Context: an optimization exercise on an open-source flow, tuned for small area, a short achievable clock period and few clock cycles per item. The choices shown serve that exercise and are no tape-out recipe. Where RTL was checked, it was by simulation tests only, not by an equivalence proof against the original. For run 4, only the layout was checked, not whether the RTL still works.

==> flow/run.sh <==
#!/bin/bash
set -euo pipefail
args=()
while IFS= read -r line; do
  [[ -z "$line" || "$line" == \#* ]] && continue
  args+=("$line")
done < flow/make_vars.txt
bash standard.sh "${args[@]}" finish > standard_flow.log 2>&1
==> flow/make_vars.txt <==
BUFFER_PORTS_ARGS=-buffer_cell sky130_fd_sc_hd__buf_1
CTS_ARGS=-sink_clustering_enable -repair_clock_nets -sink_clustering_size 12 -sink_clustering_max_diameter 60 -buf_list sky130_fd_sc_hd__clkbuf_8 -dont_use_dummy_load
SETUP_SLACK_MARGIN=5.5
==> standard.sh <==
#!/bin/bash
# synth_recipe.tcl (not shown) runs the flow's synth.tcl, then flattens the netlist and writes it again
# the make line also repeats each setting of config.mk as NAME=value (left out here)
make -C /OpenROAD-flow-scripts/flow DESIGN_CONFIG=/design/flow/config.mk WORK_HOME=/design/flow/orfs CLKGATE_MAP_FILE= SYNTH_SCRIPT=/design/flow/synth_recipe.tcl "${@:-finish}"
==> config.mk <==
export PLATFORM = sky130hd
export DESIGN_NAME = tiny_encryption_algorithm
export DESIGN_NICKNAME = tiny_encryption_algorithm
export VERILOG_FILES = /design/flow/design.v
export SDC_FILE = /design/flow/constraint.sdc
export NUM_CORES = 4
export LEC_CHECK = 0
export ABC_AREA = 1
export CAP_MARGIN = 20
export CORE_MARGIN = 2
export CORE_UTILIZATION = 40
export CTS_BUF_LIST = sky130_fd_sc_hd__clkbuf_8
export CTS_CLUSTER_DIAMETER = 60
export CTS_CLUSTER_SIZE = 12
export SETUP_SLACK_MARGIN = 5
export SLEW_MARGIN = 20
==> constraint.sdc <==
create_clock -name core_clock -period 9.5 [get_ports {clk}]
set_input_delay 1.9000 -clock core_clock [delete_from_list [all_inputs] [get_ports {clk}]]
set_output_delay 1.9000 -clock core_clock [all_outputs]
set_load 0.01 [all_outputs]
==> design.v <==
module tiny_encryption_algorithm(
    input              clk,         
    input              rst_n,       
    input              key_valid,   
    input              ptxt_valid,  
    input      [63:0]  ptxt,        
    input      [127:0] key,         
    output     [63:0]  ctxt,        
    output reg         ctxt_ready   
);
localparam [31:0] DELTA   = 32'h9e3779b9;
localparam [31:0] SUM_END = 32'hc6ef3720;  
reg         busy;
reg         idle;    
reg         phase;   
reg [31:0]  sum;
reg [31:0]  a, b;
reg [127:0] k;
wire start = key_valid & ptxt_valid & ~busy;
wire last  = phase & (sum == SUM_END);
wire busy_next = busy ? ~last : start;
function automatic [31:0] add32(input [31:0] x, input [31:0] y);
    reg [31:0] p, g, c;
    reg [31:0] g2, p2;    
    reg [15:0] gg, pp;    
    integer l, i, j;
    begin
        p = x ^ y; g = x & y;
        g2[0] = g[0]; p2[0] = p[0];
        for (i = 1; i < 32; i = i + 1) begin
            g2[i] = g[i] | (p[i] & g[i-1]);
            p2[i] = p[i] & p[i-1];
        end
        for (i = 0; i < 16; i = i + 1) begin
            gg[i] = g2[2*i+1]; pp[i] = p2[2*i+1];
        end
        for (l = 0; l < 4; l = l + 1)
            for (i = 15; i >= 0; i = i - 1)
                if ((i >> l) & 1) begin
                    j = ((i >> l) << l) - 1;
                    gg[i] = gg[i] | (pp[i] & gg[j]);
                    pp[i] = pp[i] & pp[j];
                end
        c[0] = 1'b0;
        c[1] = g[0];
        for (i = 1; i < 16; i = i + 1) begin
            c[2*i] = gg[i-1];
            c[2*i+1] = g2[2*i] | (p2[2*i] & gg[i-1]);
        end
        add32 = p ^ c;
    end
endfunction
function automatic [31:0] cy32(input [31:0] x, input [31:0] y);
    reg [31:0] p, g, c;
    reg [31:0] g2, p2;    
    reg [15:0] gg, pp;    
    integer l, i, j;
    begin
        p = x ^ y; g = x & y;
        g2[0] = g[0]; p2[0] = p[0];
        for (i = 1; i < 32; i = i + 1) begin
            g2[i] = g[i] | (p[i] & g[i-1]);
            p2[i] = p[i] & p[i-1];
        end
        for (i = 0; i < 16; i = i + 1) begin
            gg[i] = g2[2*i+1]; pp[i] = p2[2*i+1];
        end
        for (l = 0; l < 4; l = l + 1)
            for (i = 15; i >= 0; i = i - 1)
                if ((i >> l) & 1) begin
                    j = ((i >> l) << l) - 1;
                    gg[i] = gg[i] | (pp[i] & gg[j]);
                    pp[i] = pp[i] & pp[j];
                end
        c[0] = 1'b0;
        c[1] = g[0];
        for (i = 1; i < 16; i = i + 1) begin
            c[2*i] = gg[i-1];
            c[2*i+1] = g2[2*i] | (p2[2*i] & gg[i-1]);
        end
        cy32 = c;
    end
endfunction
function automatic [31:0] addgp(input [31:0] g, input [31:0] p, input [31:0] ps);
    reg [31:0] c, g2, p2;
    reg [15:0] gg, pp;
    integer l, i, j;
    begin
        g2[0] = g[0]; p2[0] = p[0];
        for (i = 1; i < 32; i = i + 1) begin
            g2[i] = g[i] | (p[i] & g[i-1]);
            p2[i] = p[i] & p[i-1];
        end
        for (i = 0; i < 16; i = i + 1) begin
            gg[i] = g2[2*i+1]; pp[i] = p2[2*i+1];
        end
        for (l = 0; l < 4; l = l + 1)
            for (i = 15; i >= 0; i = i - 1)
                if ((i >> l) & 1) begin
                    j = ((i >> l) << l) - 1;
                    gg[i] = gg[i] | (pp[i] & gg[j]);
                    pp[i] = pp[i] & pp[j];
                end
        c[0] = 1'b0;
        c[1] = g[0];
        for (i = 1; i < 16; i = i + 1) begin
            c[2*i] = gg[i-1];
            c[2*i+1] = g2[2*i] | (p2[2*i] & gg[i-1]);
        end
        addgp = ps ^ c;
    end
endfunction
wire [31:0] c0 = cy32(b << 4, k[127:96]);
wire [31:0] c1 = cy32(b, sum);
wire [31:0] c2 = cy32(b >> 5, k[95:64]);
wire [31:0] pe = (b << 4) ^ k[127:96] ^ b ^ sum ^ (b >> 5) ^ k[95:64];
wire [31:0] pf = (c0 ^ c1) ^ (c2 ^ (pe ^ a));     
wire [31:0] fg = {32{busy}} & a & ~pf;
wire [31:0] fp = pf;
wire [31:0] fs = ({32{busy}} & pf) | ({32{idle}} & ptxt[31:0]);
wire [31:0] b_next = addgp(fg, fp, fs);
always @(posedge clk or negedge rst_n) begin
    if (!rst_n) begin
        busy       <= 1'b0;
        ctxt_ready <= 1'b0;
    end else begin
        busy <= busy_next;
        if (busy & last) ctxt_ready <= 1'b1;
        else if (start) ctxt_ready <= 1'b0;
    end
end
always @(posedge clk) begin
    idle <= ~busy_next;
    k <= ({128{busy}} & {k[63:0], k[127:64]}) | ({128{idle}} & key);
    if (busy | start) begin
        a <= ({32{busy}} & b) | ({32{idle}} & ptxt[63:32]);
        b <= b_next;
    end
    if (busy) begin
        phase <= ~phase;
        if (phase) sum <= add32(sum, DELTA);
    end else begin
        phase <= 1'b0;
        sum   <= DELTA;
    end
end
assign ctxt = {a, b};
endmodule
==> run notes, run 1 <==
initial core utilization 40.7%; Nets 2668; WL/cell 16.4 µm; via/cell ratio 5.11; Die Y-Extent 203 µm; Ys Warns 1; clk slew on worst S/H paths 80 ps; total global routing overflow 0; top post-synthesis cells by count 671 x nand2_1, 227 x inv_1, 162 x dfxtp_1, 133 x nand3_1, 130 x a22o_1; CP peak stage delay 750 ps; Critical path buffers and inverters 1; synthesized area per cell 7.38 µm²; EDFF count, synth 64; I/O Buffers 260; via count 14.8k; Total GRT Usage 22.7%; CTS tree built; share of post-route cells with drive strength above 1 6.33%; Core Footprint 38800 µm²; final non-filler cell area 17700 µm²; area post-placement 17300 µm²; P&R area growth vs syn 12.0%; cell area after synthesis 15800 µm²; final hold violation count 0; top-count cell post-synth nand2_1; FP Rows 72; drt first pass iters 5; crit path capture type register; utilization of the core after routing 45.6%; fin cells 2903; final setup violation count 0; Final ANT Viol Nets 0; crit path DAT 4040 ps; Place WS 5820 ps; Die W 203 µm; max-cap check violation count 0; RSZ-0062 raised after global routing yes; clk root buf clkbuf_8; worst setup margin 5810 ps; WP data required 9840 ps; Worst Tran Pin Value 1030 ps; Num CTS Buffers 29; Relative slew margins 31.0%; post-placement cell count 2873; Hold WS 417 ps; DRC viols 0; run status finished clean; Reg area 5220 µm²; skew final 54.0 ps; Post-DP HPWL 36.4 mm; minimum clock period 3690 ps; # diodes 0; synthesized instance count 2142; Startpoint Class register; achievable frequency 271 MHz; Worst Hold Class reg -> reg; die area 41100 µm²; H-tree Lvls 1; setup_tns 0 ps; Clock Latency Late Sink 600 ps; I/O Pins 261; largest cells by area after synthesis dfxtp_1 21%, nand2_1 16%, edfxtp_1 12%, a22o_1 7.2%, ha_1 6.7%; Max Slew Vio Count 0; family with the most delay on the worst path simple AND/OR/NAND/NOR gates; sequential area share after synthesis 33.0%; Clock Tree Buf Depth 3; vias in the first global route 14.1k; antenna violations before repair 0; gpl congestion 0.910; Yosys top cell by area dfxtp_1; post-synth cell types 56; slowest stage cell, crit path edfxtp_1; critical path type reg -> reg; FILL cells 4023; fin crit share 38.9%; crit path max fanout 9; pin count of the biggest net entering global routing 82; Post-Route WL 47.5 mm; DR iter-0 viols 802; Hold-fix buffers, CTS 0; Post-synth ARST share 0.877%; Mapped Nets 2423; Yosys reg bits 228; TritonCTS sink count 228; Top FF cell, synth dfxtp_1; most used cell, CP nand2_1; first-pass GRT wire length 74.5 mm; CP cell instances ha_1 > a21o_1 > a21boi_2 > nand2_4 > nand2_1 > nand2_1 > nand2_1 > nand2_1 > nand2_1 > nand2_1 > inv_1 > nand2_1 > nand2_1 > nand2_1 > nand2_1 > nand2_1 > nand2_1 > nand3_4 > nand2_1 > nand3_1 > nand3_1 > nand2_1 > nand2_1 > nand2_1; Synth top area share 20.5%; area of the multi-input gates 9510 µm²
sequential cells by signal (all words and copies together), names as in the netlist:
name / flops
k: 128
a: 32
b: 32
sum: 32
busy: 1
ctxt_ready: 1
idle: 1
phase: 1
path summary, 6_finish.rpt:
| kind | start | to | slack, ps | depth (start not counted) |
|---|---|---|---|---|
| worst max-delay path | b[10]$_DFFE_PP_ | b[21]$_DFFE_PP_ | 5810 | 24 |
| max in group asynchronous | rst_n | busy$_DFF_PN0_ | 8210 | 1 |
| worst min-delay path | k[36]$_DFF_P_ | k[100]$_DFF_P_ | 420 | 1 |
| worst min register to register | k[36]$_DFF_P_ | k[100]$_DFF_P_ | 420 | 1 |
| worst max register to register | b[10]$_DFFE_PP_ | b[21]$_DFFE_PP_ | 5810 | 24 |
| min in group asynchronous | rst_n | ctxt_ready$_DFFE_PN0P_ | 1100 | 1 |
cell type report:
cell class	count	share of cell area, %
clock buffer	29	2.25
inverter	237	5.03
multi-input combinational	1624	53.7
sequential	228	29.5
tap	518	3.66
timing repair buffer	267	5.83
metal layers:
metal	GRT usage, %	up-vias	part of all wire (%)
met5	0	-	0
met4	6.78	0	3.1
met3	3.02	92	4.6
met2	36.7	363	44
met1	31.5	6854	48
li1	-	7527	-
layout by cell type (no fill, tap or decap), types with 4 or more instances in the layout:
cell type,instances
a21oi_1,88
dfxtp_1,161
a21oi_2,8
xnor2_1,102
o21ai_0,73
edfxtp_1,64
nor4_1,5
inv_1,226
nand3_2,15
nand2_1,670
a211oi_1,4
nand2_2,51
a21o_1,10
a22o_1,130
nor2_1,72
nand3b_1,19
nand3_1,133
ha_1,85
nor3_1,9
xor2_1,71
buf_1,260
clkbuf_8,29
nand4_1,14
o21ai_1,4
buf_4,6
nand2_4,8
inv_2,10
a31oi_1,4
cell families after synthesis:
family	Yosys count	synth area share (%)
simple gates	1022	28.7
buf+inv	290	6.91
xor+xnor	176	9.89
compound gates	341	14.8
fa+ha+maj	85	6.73
flops	228	33.0
what timing repair did:
item                                    in CTS  in global routing
endpoints found under the setup margin       0                  8
buffers inserted                             0                  1
gates resized for setup                      0                  2
Testbench counts, summed over its fixed seeds: cycles 33,280, items 512.
==> inputs of run 2 (changes only) <==
==> flow/make_vars.txt (replaced) <==
BUFFER_PORTS_ARGS=-buffer_cell sky130_fd_sc_hd__buf_1
CTS_ARGS=-sink_clustering_enable -repair_clock_nets -sink_clustering_size 12 -sink_clustering_max_diameter 60 -buf_list sky130_fd_sc_hd__clkbuf_8 -dont_use_dummy_load
SETUP_SLACK_MARGIN=6.0
==> run 2 against run 1 <==
Still clean. Register-to-register slack improved by 300 ps. Cell count rose by 3.1%. Critical path depth fell by 22. Maximum frequency rose by 6.6%. Global-route usage rose by 0.13 points. Hold slack improved by 31 ps. Worst setup slack improved by 230 ps.
==> run notes, run 2 <==
gpl congestion 0.890 (-2.2%); fin crit share 36.5% (-2.4 points); crit path capture type output port; final setup violation count 0 (unchanged); Max Slew Vio Count 0 (unchanged); skew final 82.1 ps (+28.1 ps); Relative slew margins 31.4% (+0.36 points); Mapped Nets 2423 (unchanged); post-synthesis simple-gate area fraction 28.7% (unchanged); Hold WS 448 ps (+31.1 ps); WL/cell 16.7 µm (+2.1%); Hold-fix buffers, CTS 0 (unchanged); # diodes 0 (unchanged); area post-placement 17300 µm² (unchanged); most frequent cells in the layout 624 x nand2_1, 259 x buf_1, 223 x inv_1; EDFF count, synth 64 (unchanged); utilization of the core after routing 49.6% (+4.0 points); minimum clock period 3460 ps (-229 ps); Final ANT Viol Nets 0 (unchanged); Clock Latency Late Sink 640 ps (+40 ps); Post-Route WL 50.0 mm (+5.3%); I/O Pins 261 (unchanged); achievable frequency 289 MHz (+6.6%); FILL cells 3867 (-3.9%); largest cells by area after synthesis dfxtp_1 21%, nand2_1 16%, edfxtp_1 12%, a22o_1 7.2%, ha_1 6.7%; Synth Area in Adders 6.73% (unchanged); critical path type reg -> out; H-tree Lvls 1 (unchanged); I/O Buffers 260 (unchanged); Setup crit start b[5]$_DFFE_PP_; antenna violations before repair 0 (unchanged); Post-DP HPWL 36.7 mm (+0.72%); Startpoint Class register; Num CTS Buffers 28 (-3.4%); Synth Area in XOR/XNOR 9.89% (unchanged); clk root buf clkbuf_8; Largest Register k; Top FF cell, synth dfxtp_1; Core Footprint 38800 µm² (unchanged); drt first pass iters 7 (+2); Synth top area share 20.5% (unchanged); Ys Warns 1 (unchanged); post-synth cell types 56 (unchanged); crit path max fanout 4 (-5); sequential area share after synthesis 33.0% (unchanged); run status finished clean; total global routing overflow 0 (unchanged); reg2reg setup slack 6110 ps (+300 ps); cell area after synthesis 15800 µm² (unchanged); pin count of the biggest net entering global routing 82 (unchanged); initial core utilization 40.7% (unchanged); top-count cell post-synth nand2_1; TritonCTS sink count 228 (unchanged); Nets 2758 (+3.4%); synthesized instance count 2142 (unchanged); Total GRT Usage 22.8% (+0.13 points); post-synthesis compound-gate area fraction 14.8% (unchanged); die area 41100 µm² (unchanged); Post-synth ARST share 0.877% (unchanged); crit path to ctxt[5]; crit path DAT 1560 ps (-2480 ps); max reg flops 128 (unchanged); synthesized area per cell 7.38 µm² (unchanged); via/cell ratio 5.09 (-0.36%); WP data required 7600 ps (-2240 ps); Die Y-Extent 203 µm (unchanged); CTS tree built; vias in the first global route 14.1k (+0.15%); RSZ-0062 raised after global routing yes; setup_tns 0 ps (unchanged); first-pass GRT wire length 75.0 mm (+0.70%); final non-filler cell area 19300 µm² (+8.8%); Worst Tran Pin Value 1030 ps (-5.40 ps); largest family of logic cells by synthesized area simple AND/OR/NAND/NOR gates; max-cap check violation count 0 (unchanged); share of post-route cells with drive strength above 1 14.5% (+8.1 points); Die W 203 µm (unchanged); via count 15.2k (+2.7%); R2R depth 22 (-8.3%); top post-synthesis cells by count 671 x nand2_1, 227 x inv_1, 162 x dfxtp_1, 133 x nand3_1, 130 x a22o_1; Yosys reg bits 228 (unchanged); Worst Hold Class reg -> reg; DR iter-0 viols 940 (+17%); Clock Tree Buf Depth 3 (unchanged); final hold violation count 0 (unchanged); FP Rows 72 (unchanged); Reg-to-Reg Start b[5]$_DFFE_PP_; commonest non-fill, non-tap cell in the layout nand2_1; Worst R2R End b[31]$_DFFE_PP_; Yosys top cell by area dfxtp_1; mux cell area share after synthesis 0% (unchanged); DRC viols 0 (unchanged); clk slew on worst S/H paths 80 ps (about the same); P&R area growth vs syn 21.8%
[run 2: cell count changes in the layout (fill, tap and decap cells not counted), sizes merged]
cell / change
buf: +90
[run 2: worst min-delay path by stage]
stage / start / to / slack (ps) / depth (start not counted)
after global routing: k[28]$_DFF_P_ / k[92]$_DFF_P_ / 460 / 1
after floorplan: k[36]$_DFF_P_ / k[100]$_DFF_P_ / 430 / 1
after CTS: k[28]$_DFF_P_ / k[92]$_DFF_P_ / 450 / 1
final: k[28]$_DFF_P_ / k[92]$_DFF_P_ / 450 / 1
after global placement: k[34]$_DFF_P_ / k[98]$_DFF_P_ / 440 / 1
after detailed placement: k[32]$_DFF_P_ / k[96]$_DFF_P_ / 440 / 1
[run 2: cell type report]
class,instances,area (µm²),share of cell area [%]
Sequential cell,228,5220,27.1
Tap cell,518,648,3.37
Clock buffer,28,385,2.00
Timing Repair Buffer,358,1810,9.39
Multi-Input combinational cell,1624,10300,53.5
Inverter,237,890,4.62
[run 2: layer usage]
| metal | share of wire (%) | track usage [%] |
|---|---|---|
| met5 | 0 | 0 |
| met4 | 2.2 | 5.79 |
| met3 | 4.9 | 2.81 |
| met2 | 46 | 37.2 |
| met1 | 47 | 31.9 |
[run 2: repair_timing]
| action | in CTS | in global routing |
|---|---|---|
| resized for setup | 2 | 161 |
| endpoints found under the hold margin | 0 | 0 |
| endpoints found under the setup margin | 16 | 19 |
| setup buffers | 21 | 71 |
| gates cloned | 0 | 0 |
| pin swaps | 0 | 64 |
[run 2: cells by family after synthesis]
kind of cell | count (synthesis)
AOI/OAI and AO/OA | 341
and+or+nand+nor | 1022
buffers and inverters | 290
DFF | 228
adders and majority gates | 85
xor gates and xnor gates | 176
[run 2: critical path, stage by stage, from the launching register on]
cell      delay, ps
edfxtp_1        590
buf_4           190
buf_1           140
[run 2: stage by stage]
step / std cells / worst slack [ps]
final: 2993 / 6040
after global routing: 2993 / 5900
after CTS: 2922 / 6010
after detailed placement: 2873 / 5860
after global placement: 2873 / 5920
after floorplan: 2142 / 6290
==> inputs of run 3 (changes only) <==
==> flow/make_vars.txt (replaced) <==
BUFFER_PORTS_ARGS=-buffer_cell sky130_fd_sc_hd__buf_1
CTS_ARGS=-sink_clustering_enable -repair_clock_nets -sink_clustering_size 12 -sink_clustering_max_diameter 60 -buf_list sky130_fd_sc_hd__clkbuf_8 -dont_use_dummy_load
SETUP_SLACK_MARGIN=6.2
==> run 3 against run 2 <==
Critical path depth up 1. Synthesized cell count unchanged. Register-to-register slack about the same. Cell area up 2.6%.
==> run notes, run 3 <==
run status finished clean; Reg area 5220 µm² (about the same); final setup violation count 0 (unchanged); Hold WS 448 ps (-0.149 ps); # diodes 0 (unchanged); Cells on Worst Hold Path 1 (unchanged); Largest Register k; Total GRT Usage 24.0% (+1.2 points); top post-synthesis cells by count 671 x nand2_1, 227 x inv_1, 162 x dfxtp_1, 133 x nand3_1, 130 x a22o_1; fin crit share 35.9% (-0.57 points); Yosys reg bits 228 (unchanged); DR iter-0 viols 946 (+0.64%); crit path max fanout 3 (-1); I/O Pins 261 (unchanged); die area 41100 µm² (unchanged); crit path DAT 1510 ps (-50 ps); sequential area share after synthesis 33.0% (unchanged); Num CTS Buffers 28 (unchanged); CP cell instances buf_6 > buf_4 > buf_6; RSZ-0062 raised after global routing yes; Setup crit start b[3]$_DFFE_PP_; reg2reg setup slack 6110 ps (about the same); cell area after synthesis 15800 µm² (unchanged); vias in the first global route 14.8k (+4.6%); antenna violations before repair 0 (unchanged); fin cells 3028 (+1.2%); setup_tns 0 ps (unchanged); Routed met3 length 2.55 mm (+4.8%); CTS tree built; final hold violation count 0 (unchanged); commonest non-fill, non-tap cell in the layout nand2_1; Synth top area share 20.5% (unchanged); via/cell ratio 5.11 (+0.26%); max-cap check violation count 0 (unchanged); WL/cell 17.0 µm (+1.7%); Worst Tran Pin Value 1040 ps (+7.68 ps); Mapped Nets 2423 (unchanged); pin count of the biggest net entering global routing 82 (unchanged); Min-Delay Startpoint k[28]$_DFF_P_; crit path capture type output port; utilization of the core after routing 50.9% (+1.3 points); DR WL met2 23.6 mm (+2.2%); Startpoint Class register; slowest stage cell, crit path edfxtp_1; skew final 77.1 ps (-5.06 ps); Core Footprint 38800 µm² (unchanged); H-tree Lvls 1 (unchanged); achievable frequency 293 MHz (+1.6%); critical path type reg -> out; met1 wire length 23.9 mm (+2.1%); Clock Tree Buf Depth 3 (unchanged); Nets 2793 (+1.3%); Post-Route WL 51.5 mm (+2.9%); first-pass GRT wire length 78.6 mm (+4.8%); post-synth cell types 56 (unchanged); top routing layer used met4; Final ANT Viol Nets 0 (unchanged); share of post-route cells with drive strength above 1 17.3% (+2.8 points); area of the multi-input gates 10400 µm² (+1.2%); most frequent cells in the layout 588 x nand2_1, 252 x buf_1, 222 x inv_1; FILL cells 3887 (+0.52%); total global routing overflow 0 (unchanged); CP peak stage delay 470 ps (-120 ps); clk root buf clkbuf_8; Top FF cell, synth dfxtp_1; Clock Latency Late Sink 640 ps (about the same); gpl congestion 0.890 (unchanged); EDFF count, synth 64 (unchanged); P&R area growth vs syn 24.9%; via count 15.5k (+1.4%); DRC viols 0 (unchanged); largest cells by area after synthesis dfxtp_1 21%, nand2_1 16%, edfxtp_1 12%, a22o_1 7.2%, ha_1 6.7%; Hold-fix buffers, CTS 0 (unchanged); TritonCTS sink count 228 (unchanged); minimum clock period 3410 ps (-53.7 ps); FP Rows 72 (unchanged); Die W 203 µm (unchanged); max reg flops 128 (unchanged); clk slew on worst S/H paths 70 ps (about the same); Hold Path End k[92]$_DFF_P_; top-count cell post-synth nand2_1; synthesized instance count 2142 (unchanged); Worst Hold Class reg -> reg; Worst R2R End b[31]$_DFFE_PP_; Reg-to-Reg Start b[1]$_DFFE_PP_; I/O Buffers 260 (unchanged); post-placement cell count 2873 (unchanged); Max Slew Vio Count 0 (unchanged); Relative slew margins 30.9% (-0.51 points); Ys Warns 1 (unchanged); Yosys top cell by area dfxtp_1; synthesized area per cell 7.38 µm² (unchanged); most used cell, CP buf_6; Post-synth ARST share 0.877% (unchanged); WP data required 7600 ps (about the same); Post-DP HPWL 36.7 mm (unchanged); Die Y-Extent 203 µm (unchanged); drt first pass iters 5 (-2); R2R depth 25 (+14%); initial core utilization 40.7% (unchanged)
run 3: cell types whose count changed in the layout (fill, tap and decap cells not counted), moves of 16 or more:
cell / previous run / this run
nand2_2: 82 / 99
nand2_4: 20 / 39
buf_6: 8 / 24
buf_4: 85 / 108
nand2_1: 624 / 588
ha_1: 56 / 74
run 3: worst max path at each step:
| stage | to | cells after the start |
|---|---|---|
| 5_1_grt | b[31]$_DFFE_PP_ | 25 |
| 6_report | ctxt[3] | 3 |
| 3_5_place_dp | b[31]$_DFFE_PP_ | 23 |
| 2_1_floorplan | a[0]$_DFFE_PP_ | 2 |
| 4_1_cts | ctxt[2] | 2 |
| 3_3_place_gp | b[31]$_DFFE_PP_ | 23 |
run 3: layout make-up:
class,count,area share [%]
Tap cell,518,3.28
Sequential cell,228,26.4
Inverter,237,4.54
Timing Repair Buffer,392,11.0
Clock buffer,28,1.95
Multi-Input combinational cell,1625,52.8
run 3: critical path, delay by kind of cell (launching register included):
family   cells  cell delay, ps
buf+inv      3             420
flops        1             470
run 3: stage by stage:
| stage | worst slack (ps) | area (µm²) |
|---|---|---|
| after floorplan | 6290 | 15800 |
| final | 6090 | 19800 |
| after global placement | 5920 | 17300 |
| after global routing | 5920 | 19800 |
| after detailed placement | 5860 | 17300 |
| after CTS | 6130 | 18900 |
run 3: what timing repair did:
action / CTS / global route
resized for setup: 95 / 156
pin swaps: 31 / 71
buffers inserted: 100 / 26
cloned: 1 / 0
endpoints found under the setup margin: 49 / 27
endpoints found under the hold margin: 0 / 0
run 3: cell families after synthesis:
| logic type | Yosys count | share of synthesized area (%) |
|---|---|---|
| AOI/OAI and AO/OA | 341 | 14.8 |
| buffers and inverters | 290 | 6.91 |
| adders and majority gates | 85 | 6.73 |
| xor gates and xnor gates | 176 | 9.89 |
| and+or+nand+nor | 1022 | 28.7 |
| DFF | 228 | 33.0 |
run 3: metal layers:
metal | vias to the layer above | global-route usage [%]
met5 | - | 0
met3 | 82 | 3.00
met2 | 410 | 39.8
li1 | 7804 | -
met4 | 0 | 6.49
met1 | 7164 | 32.9
==> inputs of run 4 (changes only) <==
--- a/design.v
+++ b/design.v
@@ -20,65 +20,33 @@
 wire last  = phase & (sum == SUM_END);
 wire busy_next = busy ? ~last : start;
 function automatic [31:0] add32(input [31:0] x, input [31:0] y);
-    reg [31:0] p, g, c;
-    reg [31:0] g2, p2;    
-    reg [15:0] gg, pp;    
+    reg [31:0] p, gg, pp;
     integer l, i, j;
     begin
-        p = x ^ y; g = x & y;
-        g2[0] = g[0]; p2[0] = p[0];
-        for (i = 1; i < 32; i = i + 1) begin
-            g2[i] = g[i] | (p[i] & g[i-1]);
-            p2[i] = p[i] & p[i-1];
-        end
-        for (i = 0; i < 16; i = i + 1) begin
-            gg[i] = g2[2*i+1]; pp[i] = p2[2*i+1];
-        end
-        for (l = 0; l < 4; l = l + 1)
-            for (i = 15; i >= 0; i = i - 1)
+        p = x ^ y; gg = x & y; pp = p;
+        for (l = 0; l < 5; l = l + 1)
+            for (i = 31; i >= 0; i = i - 1)
                 if ((i >> l) & 1) begin
                     j = ((i >> l) << l) - 1;
                     gg[i] = gg[i] | (pp[i] & gg[j]);
                     pp[i] = pp[i] & pp[j];
                 end
-        c[0] = 1'b0;
-        c[1] = g[0];
-        for (i = 1; i < 16; i = i + 1) begin
-            c[2*i] = gg[i-1];
-            c[2*i+1] = g2[2*i] | (p2[2*i] & gg[i-1]);
-        end
-        add32 = p ^ c;
+        add32 = p ^ {gg[30:0], 1'b0};
     end
 endfunction
 function automatic [31:0] cy32(input [31:0] x, input [31:0] y);
-    reg [31:0] p, g, c;
-    reg [31:0] g2, p2;    
-    reg [15:0] gg, pp;    
+    reg [31:0] p, gg, pp;
     integer l, i, j;
     begin
-        p = x ^ y; g = x & y;
-        g2[0] = g[0]; p2[0] = p[0];
-        for (i = 1; i < 32; i = i + 1) begin
-            g2[i] = g[i] | (p[i] & g[i-1]);
-            p2[i] = p[i] & p[i-1];
-        end
-        for (i = 0; i < 16; i = i + 1) begin
-            gg[i] = g2[2*i+1]; pp[i] = p2[2*i+1];
-        end
-        for (l = 0; l < 4; l = l + 1)
-            for (i = 15; i >= 0; i = i - 1)
+        p = x ^ y; gg = x & y; pp = p;
+        for (l = 0; l < 5; l = l + 1)
+            for (i = 31; i >= 0; i = i - 1)
                 if ((i >> l) & 1) begin
                     j = ((i >> l) << l) - 1;
                     gg[i] = gg[i] | (pp[i] & gg[j]);
                     pp[i] = pp[i] & pp[j];
                 end
-        c[0] = 1'b0;
-        c[1] = g[0];
-        for (i = 1; i < 16; i = i + 1) begin
-            c[2*i] = gg[i-1];
-            c[2*i+1] = g2[2*i] | (p2[2*i] & gg[i-1]);
-        end
-        cy32 = c;
+        cy32 = {gg[30:0], 1'b0};
     end
 endfunction
 function automatic [31:0] addgp(input [31:0] g, input [31:0] p, input [31:0] ps);
==> flow/make_vars.txt (replaced) <==
BUFFER_PORTS_ARGS=-buffer_cell sky130_fd_sc_hd__buf_1
CTS_ARGS=-sink_clustering_enable -repair_clock_nets -sink_clustering_size 12 -sink_clustering_max_diameter 60 -buf_list sky130_fd_sc_hd__clkbuf_8 -dont_use_dummy_load
SETUP_SLACK_MARGIN=5.8
==> run 4 against run 3 <==
Still clean on timing, DRC and antenna. Global-route usage down 0.82 points. Core utilization shrank 3.9 points. Register-to-register slack got worse by 80 ps. Hold slack lost 41 ps.
==> run notes, run 4 <==
synthesized instance count 2323 (+8.5%); minimum clock period 3470 ps (+55.5 ps); reg2reg setup slack 6030 ps (-80 ps); synthesized area per cell 7.19 µm² (-2.6%); final setup violation count 0 (unchanged); gpl congestion 0.900 (+1.1%); Largest Register k; FP Rows 74 (+2.8%); fin cells 3157 (+4.3%); run status finished clean; Post-DP HPWL 39.1 mm (+6.6%); largest cells by area after synthesis dfxtp_1 19%, nand2_1 17%, edfxtp_1 12%, a22o_1 7.1%, ha_1 6.7%; die area 43400 µm² (+5.5%); WP data required 9900 ps (+2300 ps); Die W 208 µm (+2.7%); max reg flops 128 (unchanged); cell area after synthesis 16700 µm² (+5.7%); Place WS 5750 ps (-104 ps); post-synth cell types 56 (unchanged); Num CTS Buffers 30 (+7.1%); Final ANT Viol Nets 0 (unchanged); fin crit share 36.5% (+0.58 points); crit path DAT 3860 ps (+2350 ps); Nets 2912 (+4.3%); clk slew on worst S/H paths 80 ps (about the same); Synth top area share 19.4% (-1.1 points); Clock Latency Late Sink 650 ps (about the same); CP peak stage delay 390 ps (-80 ps); via/cell ratio 5.09 (-0.37%); CP cell instances buf_4 > ha_1 > a21oi_1 > nand2_4 > nand2_4 > nand2_8 > nand2_2 > nand2_8 > buf_4 > nand3_2 > nand2_1 > xnor2_1 > inv_1 > nand2_1 > nand2_2 > nand3_1 > nand2_1 > a21oi_1 > nand3_2 > nand2_2 > nand2_1 > nand2_1 > nand2_1; Worst Hold Class reg -> reg; TritonCTS sink count 228 (unchanged); most frequent cells in the layout 756 x nand2_1, 275 x inv_1, 260 x buf_1; setup_tns 0 ps (unchanged); achievable frequency 289 MHz (-1.6%); Relative slew margins 45.8% (+15 points); via count 16.1k (+3.9%); top-count cell post-synth nand2_1; Yosys top cell by area dfxtp_1; most used cell, CP nand2_1; final hold violation count 0 (unchanged); slowest stage cell, crit path edfxtp_1; crit path max fanout 10 (+7); post-placement cell count 3054 (+6.3%); Post-Route WL 52.9 mm (+2.8%); area of the multi-input gates 10300 µm² (-1.1%); utilization of the core after routing 47.0% (-3.9 points); skew final 73.8 ps (-3.25 ps); worst setup margin 6030 ps (-55.5 ps); Worst Tran Pin Value 812 ps (-224 ps); total global routing overflow 0 (unchanged); Hold-fix buffers, CTS 0 (unchanged); pin count of the biggest net entering global routing 80 (-2.4%); Mapped Nets 2608 (+7.6%); antenna violations before repair 0 (unchanged); initial core utilization 40.7% (about the same); # diodes 0 (unchanged); RSZ-0062 raised after global routing yes; crit path capture type register; Post-synth ARST share 0.877% (unchanged); Critical path buffers and inverters 3 (unchanged); Yosys reg bits 228 (unchanged); vias in the first global route 14.7k (-0.47%); WL/cell 16.8 µm (-1.4%); EDFF count, synth 64 (unchanged); Core Footprint 41000 µm² (+5.6%); I/O Buffers 260 (unchanged); FILL cells 4163 (+7.1%); Reg area 5220 µm² (unchanged); sequential area share after synthesis 31.2% (-1.8 points); I/O Pins 261 (unchanged); Top FF cell, synth dfxtp_1; first-pass GRT wire length 80.2 mm (+2.0%); top post-synthesis cells by count 762 x nand2_1, 277 x inv_1, 162 x dfxtp_1, 135 x a22o_1, 118 x nand3_1; critical path type reg -> reg; Startpoint Class register; Ys Warns 1 (unchanged); Die Y-Extent 208 µm (+2.7%); DRC viols 0 (unchanged); max-cap check violation count 0 (unchanged); H-tree Lvls 1 (unchanged); CTS tree built; Max Slew Vio Count 0 (unchanged); DR iter-0 viols 1024 (+8.2%); clk root buf clkbuf_8; Clock Tree Buf Depth 3 (unchanged); commonest non-fill, non-tap cell in the layout nand2_1; P&R area growth vs syn 15.4%; Total GRT Usage 23.2% (-0.82 points); drt first pass iters 6 (+1); share of post-route cells with drive strength above 1 10.2% (-7.0 points); family with the most delay on the worst path simple AND/OR/NAND/NOR gates
[run 4: cell types whose count changed in the layout (fill, tap and decap cells not counted), sizes merged, moves of 5 or more]
| cell | change |
|---|---|
| inv | +60 |
| nor3 | +5 |
| o21ai | +6 |
| a22o | +5 |
| buf | -56 |
| nand3 | -11 |
| nand2 | +89 |
| xnor2 | -6 |
| nor2 | +18 |
| nand4 | -6 |
| o21bai | +9 |
[run 4: final cells by class]
class / instances / area share [%]
Multi-Input combinational cell: 1735 / 53.5
Timing Repair Buffer: 336 / 8.10
Sequential cell: 228 / 27.1
Clock buffer: 30 / 2.14
Tap cell: 532 / 3.45
Inverter: 296 / 5.76
[run 4: what timing repair did]
| item | 4_1_cts | 5_1_grt |
|---|---|---|
| pin swaps | 0 | 7 |
| cloned | 0 | 2 |
| resized for setup | 1 | 43 |
| setup buffers | 3 | 68 |
| setup endpoints to repair | 7 | 18 |
[run 4: cells by family (layout without fill, tap and decap cells)]
kind of cell,count (synthesis),after routing,share of synthesized area [%]
AOI/OAI and AO/OA,362,362,15.0
buffers and inverters,362,662,8.55
and+or+nand+nor,1109,1111,29.3
xor gates and xnor gates,173,173,9.25
adders and majority gates,89,89,6.67
DFF,228,228,31.2
[run 4: path summary, 6_finish.rpt]
| kind | start | cells past startpoint | endpoint |
|---|---|---|---|
| min in group asynchronous | rst_n | 1 | busy$_DFF_PN0_ |
| min reg2reg | k[53]$_DFF_P_ | 1 | k[117]$_DFF_P_ |
| max in group asynchronous | rst_n | 1 | busy$_DFF_PN0_ |
| min | k[53]$_DFF_P_ | 1 | k[117]$_DFF_P_ |
| max reg2reg | b[8]$_DFFE_PP_ | 23 | b[31]$_DFFE_PP_ |
| max | b[8]$_DFFE_PP_ | 23 | b[31]$_DFFE_PP_ |
[run 4: stage by stage]
| step | instance area [µm²] | hold slack (ps) |
|---|---|---|
| 6_report | 19300 | 407 |
| 3_5_place_dp | 18100 | 426 |
| 2_1_floorplan | 16700 | 420 |
| 5_1_grt | 19300 | 427 |
| 3_3_place_gp | 18100 | 422 |
| 4_1_cts | 18500 | 402 |
[run 4: per-layer routing]
layer	track usage [%]	vias to the layer above	wire length (µm)	part of all wire [%]
met5	0	-	0	0
met4	5.81	0	1070	2.0
met3	3.32	54	3110	5.9
met2	37.6	453	23800	45
met1	32.4	7416	25000	47
li1	-	8136	-	-
==> inputs of run 5 (changes only) <==
--- a/design.v
+++ b/design.v
@@ -20,33 +20,65 @@
 wire last  = phase & (sum == SUM_END);
 wire busy_next = busy ? ~last : start;
 function automatic [31:0] add32(input [31:0] x, input [31:0] y);
-    reg [31:0] p, gg, pp;
+    reg [31:0] p, g, c;
+    reg [31:0] g2, p2;    
+    reg [15:0] gg, pp;    
     integer l, i, j;
     begin
-        p = x ^ y; gg = x & y; pp = p;
-        for (l = 0; l < 5; l = l + 1)
-            for (i = 31; i >= 0; i = i - 1)
+        p = x ^ y; g = x & y;
+        g2[0] = g[0]; p2[0] = p[0];
+        for (i = 1; i < 32; i = i + 1) begin
+            g2[i] = g[i] | (p[i] & g[i-1]);
+            p2[i] = p[i] & p[i-1];
+        end
+        for (i = 0; i < 16; i = i + 1) begin
+            gg[i] = g2[2*i+1]; pp[i] = p2[2*i+1];
+        end
+        for (l = 0; l < 4; l = l + 1)
+            for (i = 15; i >= 0; i = i - 1)
                 if ((i >> l) & 1) begin
                     j = ((i >> l) << l) - 1;
                     gg[i] = gg[i] | (pp[i] & gg[j]);
                     pp[i] = pp[i] & pp[j];
                 end
-        add32 = p ^ {gg[30:0], 1'b0};
+        c[0] = 1'b0;
+        c[1] = g[0];
+        for (i = 1; i < 16; i = i + 1) begin
+            c[2*i] = gg[i-1];
+            c[2*i+1] = g2[2*i] | (p2[2*i] & gg[i-1]);
+        end
+        add32 = p ^ c;
     end
 endfunction
 function automatic [31:0] cy32(input [31:0] x, input [31:0] y);
-    reg [31:0] p, gg, pp;
+    reg [31:0] p, g, c;
+    reg [31:0] g2, p2;    
+    reg [15:0] gg, pp;    
     integer l, i, j;
     begin
-        p = x ^ y; gg = x & y; pp = p;
-        for (l = 0; l < 5; l = l + 1)
-            for (i = 31; i >= 0; i = i - 1)
+        p = x ^ y; g = x & y;
+        g2[0] = g[0]; p2[0] = p[0];
+        for (i = 1; i < 32; i = i + 1) begin
+            g2[i] = g[i] | (p[i] & g[i-1]);
+            p2[i] = p[i] & p[i-1];
+        end
+        for (i = 0; i < 16; i = i + 1) begin
+            gg[i] = g2[2*i+1]; pp[i] = p2[2*i+1];
+        end
+        for (l = 0; l < 4; l = l + 1)
+            for (i = 15; i >= 0; i = i - 1)
                 if ((i >> l) & 1) begin
                     j = ((i >> l) << l) - 1;
                     gg[i] = gg[i] | (pp[i] & gg[j]);
                     pp[i] = pp[i] & pp[j];
                 end
-        cy32 = {gg[30:0], 1'b0};
+        c[0] = 1'b0;
+        c[1] = g[0];
+        for (i = 1; i < 16; i = i + 1) begin
+            c[2*i] = gg[i-1];
+            c[2*i+1] = g2[2*i] | (p2[2*i] & gg[i-1]);
+        end
+        cy32 = c;
     end
 endfunction
 function automatic [31:0] addgp(input [31:0] g, input [31:0] p, input [31:0] ps);
==> run.sh (new file) <==
#!/bin/bash
# synth_recipe.tcl (not shown) runs the flow's synth.tcl, then flattens the netlist and writes it again
# the make line also repeats each setting of config.mk as NAME=value (left out here)
make -C /OpenROAD-flow-scripts/flow DESIGN_CONFIG=/design/flow/config.mk WORK_HOME=/design/flow/orfs CLKGATE_MAP_FILE= SYNTH_SCRIPT=/design/flow/synth_recipe.tcl finish
removed: flow/run.sh
removed: flow/make_vars.txt
removed: standard.sh
==> run 5 against run 4 <==
Still clean. Die area is 5.2% lower. Largest cell class unchanged.
==> run notes, run 5 <==
top post-synthesis cells by count 671 x nand2_1, 227 x inv_1, 162 x dfxtp_1, 133 x nand3_1, 130 x a22o_1; Reg-to-Reg Start busy$_DFF_PN0_; most frequent cells in the layout 670 x nand2_1, 260 x clkdlybuf4s50_1, 238 x inv_1; max reg flops 128 (unchanged); via count 14.8k (-8.1%); DRC viols 0 (unchanged); initial core utilization 40.7% (about the same); pin count of the biggest net entering global routing 76 (-5.0%); gpl congestion 0.875 (-2.7%); grt met2 use 38.2% (+0.59 points); Min-Delay Startpoint k[22]$_DFF_P_; Synth top area share 20.5% (+1.1 points); Relative slew margins 35.0% (-11 points); Core Footprint 38800 µm² (-5.3%); top-count cell post-synth nand2_1; Yosys reg bits 228 (unchanged); Top FF cell, synth dfxtp_1; Post-CTS Setup Inserts 0 (-3); total global routing overflow 0 (unchanged); Post-DP HPWL 36.7 mm (-5.9%); crit path max fanout 7 (-3); final hold violation count 0 (unchanged); crit path DAT 1990 ps (-1870 ps); Critical path buffers and inverters 1 (-2); P&R area growth vs syn 23.1%; Mapped Nets 2423 (-7.1%); CP cell instances clkdlybuf4s50_1; first-pass GRT wire length 75.7 mm (-5.6%); slowest stage cell, crit path edfxtp_1; RSZ-0062 raised after global routing no; reg2reg setup slack 5700 ps (-330 ps); CTS tree built; Worst R2R End b[29]$_DFFE_PP_; TritonCTS sink count 228 (unchanged); achievable frequency 257 MHz (-11%); most used routing layer met2; met1 usage 31.5% (-0.87 points); max-cap check violation count 0 (unchanged); # diodes 0 (unchanged); Post-synth ARST share 0.877% (unchanged); post-placement cell count 2873 (-5.9%); Nets 2666 (-8.4%); DR iter-0 viols 738 (-28%); skew final 24.8 ps (-49.0 ps); Hold-fix buffers, CTS 0 (unchanged); minimum clock period 3890 ps (+424 ps); Total GRT Usage 23.0% (-0.18 points); WL/cell 16.5 µm (-1.7%); Worst Hold Class reg -> reg; Final ANT Viol Nets 0 (unchanged); Die Y-Extent 203 µm (-2.7%); WP data required 7600 ps (-2300 ps); Max Slew Vio Count 0 (unchanged); Ys Warns 1 (unchanged); Num CTS Buffers 28 (-6.7%); Clock Latency Late Sink 620 ps (-30 ps); drt first pass iters 5 (-1); cell area after synthesis 15800 µm² (-5.3%); Yosys top cell by area dfxtp_1; critical path type reg -> out; fin crit share 40.9% (+4.5 points); final setup violation count 0 (unchanged); post-synth cell types 56 (unchanged); Die W 203 µm (-2.7%); R2R depth 15 (-35%); commonest non-fill, non-tap cell in the layout nand2_1; Hold Path End k[86]$_DFF_P_; run status finished clean; CP peak stage delay 720 ps (+330 ps); setup_tns 0 ps (unchanged); EDFF count, synth 64 (unchanged); largest cells by area after synthesis dfxtp_1 21%, nand2_1 16%, edfxtp_1 12%, a22o_1 7.2%, ha_1 6.7%; clk slew on worst S/H paths 80 ps (about the same); synthesized instance count 2142 (-7.8%); Largest Register k; I/O Pins 261 (unchanged); share of post-route cells with drive strength above 1 6.65% (-3.6 points); die area 41100 µm² (-5.2%); clk root buf clkbuf_8; Clock Tree Buf Depth 3 (unchanged); I/O Buffers 260 (unchanged); H-tree Lvls 1 (unchanged); via/cell ratio 5.05 (-0.79%); crit path capture type output port; GR Util met3 3.77% (+0.45 points); antenna violations before repair 1 (+1); post_cts resized 0 (-1); fin cells 2925 (-7.3%); sequential area share after synthesis 33.0% (+1.8 points); family with the most delay on the worst path flip-flops; Cells on Worst Hold Path 1 (unchanged); Startpoint Class register; FP Rows 72 (-2.7%); Post-Route WL 48.2 mm (-8.9%); synthesized area per cell 7.38 µm² (+2.7%); vias in the first global route 14.3k (-2.8%); Worst Tran Pin Value 975 ps (+163 ps)
## run 5: cell types whose count changed after synthesis, sizes merged, moves of 6 or more
cell and delta:
nand2 -88, inv -60, nand4 +6, nand3 +11, o21bai -9, nor2 -18
buf -8, xnor2 +6, o21ai -6
## run 5: cell families (layout without fill, tap and decap cells)
kind of cell / Yosys count / after routing / share of synthesized area (%)
and+or+nand+nor: 1022 / 1022 / 28.7
AOI/OAI and AO/OA: 341 / 341 / 14.8
buffers and inverters: 290 / 555 / 6.91
DFF: 228 / 228 / 33.0
xor gates and xnor gates: 176 / 176 / 9.89
adders and majority gates: 85 / 85 / 6.73
## run 5: worst register-to-register path, stage by stage (launching register included)
cell and delay (ps):
dfrtp_4 800, buf_4 700, buf_4 740, nand2_1 200, a21oi_2 160, nand2_1 70, nand2_1 70, nand3_1 80
nand2_1 150, nand2_2 120, nand2_2 110, nand2_1 70, nand3_2 80, nand2_1 80, nand3_1 70, nand2_1 60
## run 5: per-layer routing
| metal | wire length [µm] | part of all wire (%) | vias up |
|---|---|---|---|
| li1 | - | - | 7561 |
| met2 | 21900 | 45 | 357 |
| met3 | 2650 | 5.5 | 55 |
| met1 | 22800 | 47 | 6787 |
| met4 | 907 | 1.9 | 2 |
| met5 | 13 | 0.027 | - |
## run 5: how the worst max path moves through the flow
stage               startpoint              end  slack [ps]  depth (start not counted)
2_1_floorplan        key_valid   a[0]$_DFFE_PP_        5690                          2
3_3_place_gp         key_valid  a[15]$_DFFE_PP_        5750                          4
3_5_place_dp    busy$_DFF_PN0_  b[29]$_DFFE_PP_        5720                         15
4_1_cts        b[20]$_DFFE_PP_         ctxt[20]        5550                          1
5_1_grt         busy$_DFF_PN0_  b[27]$_DFFE_PP_        5360                         15
6_report       b[24]$_DFFE_PP_         ctxt[24]        5610                          1
## run 5: area by class of cell
class | count | area (µm²)
fill | 3901 | 19400
multi-input combinational | 1624 | 9510
sequential | 228 | 5220
timing repair buffer | 266 | 2650
inverter | 237 | 890
tap | 518 | 648
clock buffer | 30 | 413
clock inverter | 22 | 136
## run 5: through the flow
stage	hold slack [ps]	utilization (%)	setup WS (ps)	area, µm²
after floorplan	433	-	5690	15800
after global placement	436	48.7	5750	18900
after detailed placement	440	48.7	5720	18900
after CTS	451	50.1	5550	19500
after global routing	469	50.1	5360	19500
final	451	50.1	5610	19500
Testbench counts of run 5, summed over its fixed seeds: cycles 33,280, items 512.

[port drivers added, routing unchanged]
The results above use ideal ports. As a check the final layouts listed here were re-extracted and re-timed, cells and wires unchanged. Step 1 (the two cells are an assumption about what drives the block):
set clk [get_ports {clk}]
set_driving_cell -lib_cell sky130_fd_sc_hd__clkbuf_16 $clk
set_driving_cell -lib_cell sky130_fd_sc_hd__buf_2 [delete_from_list [all_inputs] $clk]
Step 2 moves the port delays by t, midway between the first and last clock arrival at a register: inputs arrive t later, outputs are due t later. That takes back most of the time a late clock gives input paths. Slacks: no drivers / after step 1 / after step 2; pairs: no drivers / after step 1.
| run | t (ns) | slack for setup (ns) | worst hold slack (ns) |
|---|---|---|---|
| run 1 | 0.626 | 5.807 / 5.807 / 5.807 | 0.417 / 0.417 / 0.417 |
| run 2 | 0.648 | 6.036 / 5.984 / 6.020 | 0.448 / 0.448 / 0.448 |
| run 3 | 0.651 | 6.089 / 6.037 / 6.038 | 0.448 / 0.448 / 0.448 |
| run 4 | 0.660 | 6.034 / 6.007 / 6.034 | 0.407 / 0.407 / 0.407 |
| run 5 | 0.661 | 5.610 / 5.561 / 5.697 | 0.451 / 0.451 / 0.451 |
After both steps setup and hold are still met in every run listed. The setup slack of run 3, which loses most, moves by -0.052 ns with the drivers and by -0.051 ns with both steps.
